What follows belongs to an exercise in optimizing a design on an open flow for small area, a short achievable clock period and few clock cycles per item; a production flow would make more cautious choices.
Only simulation tests tie the RTL to the original design; equivalence was not proved.
Power is estimated from default activity; no workload was simulated.

## calculator
module calculator(
    input  wire        clk,
    input  wire        rst_n,
    input  wire        start,
    input  wire [1:0]  op,
    input  wire [15:0] a,
    input  wire [15:0] b,
    output wire [15:0] result,
    output reg         overflow,
    output reg         done,
    output reg         error
);
For scale: about 60 flip-flops, about 56 I/O pins.
==> flow/config.mk <==
export PLATFORM = sky130hd
export DESIGN_NAME = calculator
export DESIGN_NICKNAME = calculator
export VERILOG_FILES = /design/flow/design.v
export SDC_FILE = /design/flow/constraint.sdc
export NUM_CORES = 4
export LEC_CHECK = 0
export ABC_CLOCK_PERIOD_IN_PS = 1500
export CAP_MARGIN = 20
export CORE_MARGIN = 2
export CORE_UTILIZATION = 65
export SETUP_SLACK_MARGIN = 1.5
export SLEW_MARGIN = 20
==> flow/constraint.sdc <==
create_clock -name core_clock -period 4.0 [get_ports {clk}]
set_input_delay 0.8000 -clock core_clock [delete_from_list [all_inputs] [get_ports {clk}]]
set_output_delay 0.8000 -clock core_clock [all_outputs]
set_load 0.01 [all_outputs]
standard.sh (not shown) runs the stock make flow with config.mk's settings and CLKGATE_MAP_FILE= SYNTH_SCRIPT=/design/flow/synth_recipe.tcl, a recipe that flattens the netlist after the stock synthesis.
==> flow/flow/run.sh <==
#!/bin/bash
# Own layout flow: the standard ORFS layout (standard.sh), with the port
# buffers that global placement inserts made plain buffers
# (sky130_fd_sc_hd__buf_1) instead of the delay cell buffer_ports picks by
# default. Every input and output port still gets its own buffer.
# Full tool output goes to flow.log in the work folder; ORFS's per-step logs
# stay under orfs/logs/.
set -euo pipefail
cd "$(dirname "$0")/.."
bash standard.sh "BUFFER_PORTS_ARGS=-buffer_cell sky130_fd_sc_hd__buf_1" finish > flow.log 2>&1
Testbench counts at the start, summed over its fixed seeds: cycles 19,963, ops 3,200.
Then changed:
==> flow/run.sh (new file) <==
#!/bin/bash
# synth_recipe.tcl (not shown) runs the flow's synth.tcl, then flattens the netlist and writes it again
# the make line also repeats each setting of config.mk as NAME=value (left out here)
make -C /OpenROAD-flow-scripts/flow DESIGN_CONFIG=/design/flow/config.mk WORK_HOME=/design/flow/orfs CLKGATE_MAP_FILE= SYNTH_SCRIPT=/design/flow/synth_recipe.tcl finish
CORE_UTILIZATION = 40   (was 65)
removed: flow/flow/run.sh
removed: flow/standard.sh
After rerunning: The changed run finished clean; routed wire length came out lower by a few percent; setup slack gains 100 ps; design area climbs by a few percent; synthesized cell count is unchanged; global-route usage falls by 12 points.
Then changed:
ABC_CLOCK_PERIOD_IN_PS = 1200   (was 1500)
SETUP_SLACK_MARGIN = 1.8   (was 1.5)
After rerunning: The new run produced a clean layout. Power goes up by 2.9%. Cell area goes up by 2.4%. Setup slack degrades by 11 ps. Final cell count goes down by 0.44%. Critical path depth goes down by 1. Utilization goes up by 1.3 points. Combinational power goes up by about 6%. Global-route usage goes up by 1.2 points. Die area does not change. Clock-buffer cell count goes up by 3.
Then changed:
==> flow/flow/run.sh (new file) <==
#!/bin/bash
# Own layout flow: the standard ORFS layout (standard.sh), with the port
# buffers that global placement inserts made plain buffers
# (sky130_fd_sc_hd__buf_1) instead of the delay cell buffer_ports picks by
# default. Every input and output port still gets its own buffer.
# Full tool output goes to flow.log in the work folder; ORFS's per-step logs
# stay under orfs/logs/.
set -euo pipefail
cd "$(dirname "$0")/.."
bash standard.sh "BUFFER_PORTS_ARGS=-buffer_cell sky130_fd_sc_hd__buf_1" finish > flow.log 2>&1
==> flow/standard.sh (new file) <==
#!/bin/bash
# synth_recipe.tcl (not shown) runs the flow's synth.tcl, then flattens the netlist and writes it again
# the make line also repeats each setting of config.mk as NAME=value (left out here)
make -C /OpenROAD-flow-scripts/flow DESIGN_CONFIG=/design/flow/config.mk WORK_HOME=/design/flow/orfs CLKGATE_MAP_FILE= SYNTH_SCRIPT=/design/flow/synth_recipe.tcl "${@:-finish}"
ABC_CLOCK_PERIOD_IN_PS = 1500   (was 1200)
SETUP_SLACK_MARGIN = 1.5   (was 1.8)
removed: flow/run.sh
Effect:
- The new run passed the timing, DRC and antenna checks
- synthesized area is unchanged
- sequential power stays flat
- via count shrinks by 1.5%
- clock skew grows by 6.1 ps
Then changed:
==> flow/run.sh (new file) <==
#!/bin/bash
# synth_recipe.tcl (not shown) runs the flow's synth.tcl, then flattens the netlist and writes it again
# the make line also repeats each setting of config.mk as NAME=value (left out here)
make -C /OpenROAD-flow-scripts/flow DESIGN_CONFIG=/design/flow/config.mk WORK_HOME=/design/flow/orfs CLKGATE_MAP_FILE= SYNTH_SCRIPT=/design/flow/synth_recipe.tcl finish
ABC_CLOCK_PERIOD_IN_PS = 2000   (was 1500)
SETUP_SLACK_MARGIN = 1.0   (was 1.5)
removed: flow/flow/run.sh
removed: flow/standard.sh
- die area stays the same
- worst setup slack degrades by 250 ps
- clock power drops by about 11%
- via count drops by about 4.6%
- combinational power drops by about 10%
- sequential share of layout area climbs by 0.38 points
- clock-buffer cell count drops by 2
- synthesized cell count is unchanged
- routed wire length drops by about 10%

---

The RTL this note starts from:
==> flow/design.v <==
module calculator(
    input  wire        clk,
    input  wire        rst_n,
    input  wire        start,
    input  wire [1:0]  op,
    input  wire [15:0] a,
    input  wire [15:0] b,
    output wire [15:0] result,
    output reg         overflow,
    output reg         done,
    output reg         error
);
reg  [15:0] X, Y, R;
reg  [4:0]  cnt;         
reg  [1:0]  opr;         
wire is_mul = (opr == 2'b10);
wire is_div = (opr == 2'b11);
wire subtr  = opr[0];
wire addsub = ~opr[1];
wire [16:0] A = {R, Y[15] & ~is_mul};
wire [17:0] T;
pfx_add #(.W(17)) u_add (.a(A), .b({subtr, X}), .ci(subtr), .s(T[16:0]), .co(T[17]));
wire        cy = T[17];                  
wire [15:0] v = {R[11:0], Y[15:12]};
wire [15:0] top_x;
genvar gi;
generate
    for (gi = 0; gi < 16; gi = gi + 1) begin : tx
        if (gi == 15) begin : t
            assign top_x[gi] = 1'b1;
        end else begin : n
            assign top_x[gi] = &X[15:gi+1];
        end
    end
endgenerate
wire cnt_ge4  = |cnt[4:2];
wire skip_mul = cnt_ge4 & is_mul & (Y[15:12] == 4'd0);
wire skip_div = cnt_ge4 & is_div & (R[15:12] == 4'd0) & ~|(v & top_x);
wire skip     = skip_mul | skip_div;
wire use_t = addsub | (is_mul & Y[15]) | (is_div & cy);
wire q     = is_div & cy;
wire [4:0] cnt_m1 = cnt - 5'd1;
wire [4:0] cnt_m4 = cnt - 5'd4;
wire last = skip ? (cnt == 5'd4) : (cnt == 5'd1);
wire busy = |cnt;
wire b_zero    = (b == 16'd0);
wire st_div    = (op == 2'b11);
wire st_addsub = ~op[1];
wire ov_as  = busy & addsub;
wire ov_m   = busy & is_mul;
wire a15    = R[14];
wire ov_next = (overflow & ~ov_as)
             | (ov_m & (R[15] | (skip_mul & |R[14:12])))
             | (ov_m & ~skip_mul & Y[15] & T[16])
             | (ov_as & (a15 == X[15]) & (T[15] ^ a15));
always @(posedge clk) begin
    opr <= op;
    if (start) begin
        X      <= op[0] ? ~b : b;
        Y      <= {st_addsub ? a[0] : a[15], a[14:0]};
        R      <= st_addsub ? {1'b0, a[15:1]} : 16'd0;
        error  <= st_div & b_zero;
        overflow <= 1'b0;
    end else begin
        if (skip) begin
            R <= {R[11:0], Y[15:12]};
            Y <= {Y[11:0], 4'd0};
        end else begin
            R <= use_t ? T[15:0] : {R[14:0], Y[15]};
            Y <= {Y[14:0], q};
        end
        overflow <= ov_next;
    end
end
always @(posedge clk or negedge rst_n) begin
    if (!rst_n) begin
        cnt  <= 5'd0;
        done <= 1'b0;
    end else if (start) begin
        cnt  <= (st_div & b_zero) ? 5'd0 : (st_addsub ? 5'd1 : 5'd16);
        done <= st_div & b_zero;
    end else begin
        cnt  <= ~busy ? 5'd0 : (skip ? cnt_m4 : cnt_m1);
        done <= busy & last;
    end
end
assign result = (is_div & ~error) ? Y : R;
endmodule
module pfx_add #(parameter W = 16) (
    input  wire [W-1:0] a,
    input  wire [W-1:0] b,
    input  wire         ci,
    output wire [W-1:0] s,
    output wire         co
);
    wire [W:0] g [0:5];
    wire [W:0] p [0:5];
    assign g[0] = {a & b, ci};
    assign p[0] = {a ^ b, 1'b0};
    genvar l, i;
    generate
        for (l = 0; l < 5; l = l + 1) begin : lvl
            for (i = 0; i <= W; i = i + 1) begin : bt
                if (i >= (1 << l)) begin : mg
                    assign g[l+1][i] = g[l][i] | (p[l][i] & g[l][i - (1 << l)]);
                    assign p[l+1][i] = p[l][i] & p[l][i - (1 << l)];
                end else begin : cp
                    assign g[l+1][i] = g[l][i];
                    assign p[l+1][i] = p[l][i];
                end
            end
        end
    endgenerate
    assign s  = p[0][W:1] ^ g[5][W-1:0];
    assign co = g[5][W];
endmodule
clock: 4.0 ns
lec_check: 0
abc_clock_period_in_ps: 1500
cap_margin: 20
core_margin: 2
core_utilization: 40
setup_slack_margin: 1.7
slew_margin: 20
==> flow/flow/run.sh <==
#!/bin/bash
# Own layout flow: the standard ORFS layout (standard.sh), with the port
# buffers that global placement inserts made plain buffers
# (sky130_fd_sc_hd__buf_1) instead of the delay cell buffer_ports picks by
# default. Every input and output port still gets its own buffer.
# Full tool output goes to flow.log in the work folder; ORFS's per-step logs
# stay under orfs/logs/.
set -euo pipefail
cd "$(dirname "$0")/.."
bash standard.sh "BUFFER_PORTS_ARGS=-buffer_cell sky130_fd_sc_hd__buf_1" finish > flow.log 2>&1
Testbench counts at the start, summed over its fixed seeds: cycles 20,242, ops 3,200.
Then changed:
--- a/flow/config.mk
+++ b/flow/config.mk
@@ -7,3 +7,3 @@
 export LEC_CHECK = 0
-export ABC_CLOCK_PERIOD_IN_PS = 1500
+export ABC_AREA = 1
 export CAP_MARGIN = 20
@@ -11,3 +11,3 @@
 export CORE_UTILIZATION = 40
-export SETUP_SLACK_MARGIN = 1.7
+export SETUP_SLACK_MARGIN = 1.5
 export SLEW_MARGIN = 20
Worst setup slack is worse by 0.025 ns.
Critical path depth came out lower by 9.
Final area came out lower by 13%.
Sequential power came out lower by 3.3%.
Synthesized cell count came out higher by 40%.
First-iteration DRC count came out higher by 30%.
Via count came out higher by 11%.
Global-route usage came out higher by 0.69 points.
Maximum frequency came out lower by 1.0%.
Register-to-register slack stays flat.
Die area came out higher by 6.9%.
Then changed:
--- a/flow/config.mk
+++ b/flow/config.mk
@@ -7,3 +7,3 @@
 export LEC_CHECK = 0
-export ABC_AREA = 1
+export ABC_CLOCK_PERIOD_IN_PS = 1800
 export CAP_MARGIN = 20
The changed run passed the timing, DRC and antenna checks.
Critical path depth grows by 11.
Synthesized cell count shrinks by 29%.
Clock power shrinks by 7.0%.
Core utilization grows by 3.0 points.

port drivers added, routing unchanged:
The flow's constraints put no driver on any port. The routed layouts listed below were extracted and timed again, unchanged, in two steps.
Step 1 sets driving cells, clkbuf_16 on the clock port and buf_2 on the other inputs (assumed; they add their load-dependent delay and slew).
Step 2 moves the port delays by t, midway between the first and last clock arrival at a register: inputs arrive t later, outputs are due t later. That takes back most of the time a late clock gives input paths.
Three values: no drivers, after step 1, after step 2; two values: the first two.
run	shift t [ns]	slack for setup (ns)	cell pins on the clock port's net
the first run of note 1	0.381	1.258 / 1.258 / 1.258	1
the second run of note 1	0.381	1.363 / 1.363 / 1.353	1
the third run of note 1	0.386	1.352 / 1.352 / 1.352	1
the fourth run of note 1	0.373	1.362 / 1.362 / 1.362	1
the fifth run of note 1	0.389	1.110 / 1.110 / 1.110	1
the first run of note 2	0.389	1.577 / 1.564 / 1.431	1
the second run of note 2	0.393	1.552 / 1.513 / 1.466	1
the third run of note 2	0.388	1.531 / 1.526 / 1.531	1
After both steps setup and hold are still met in every run listed. The setup slack of the first run of note 2, which loses most, moves by -0.013 ns with the drivers and by -0.146 ns with both steps.
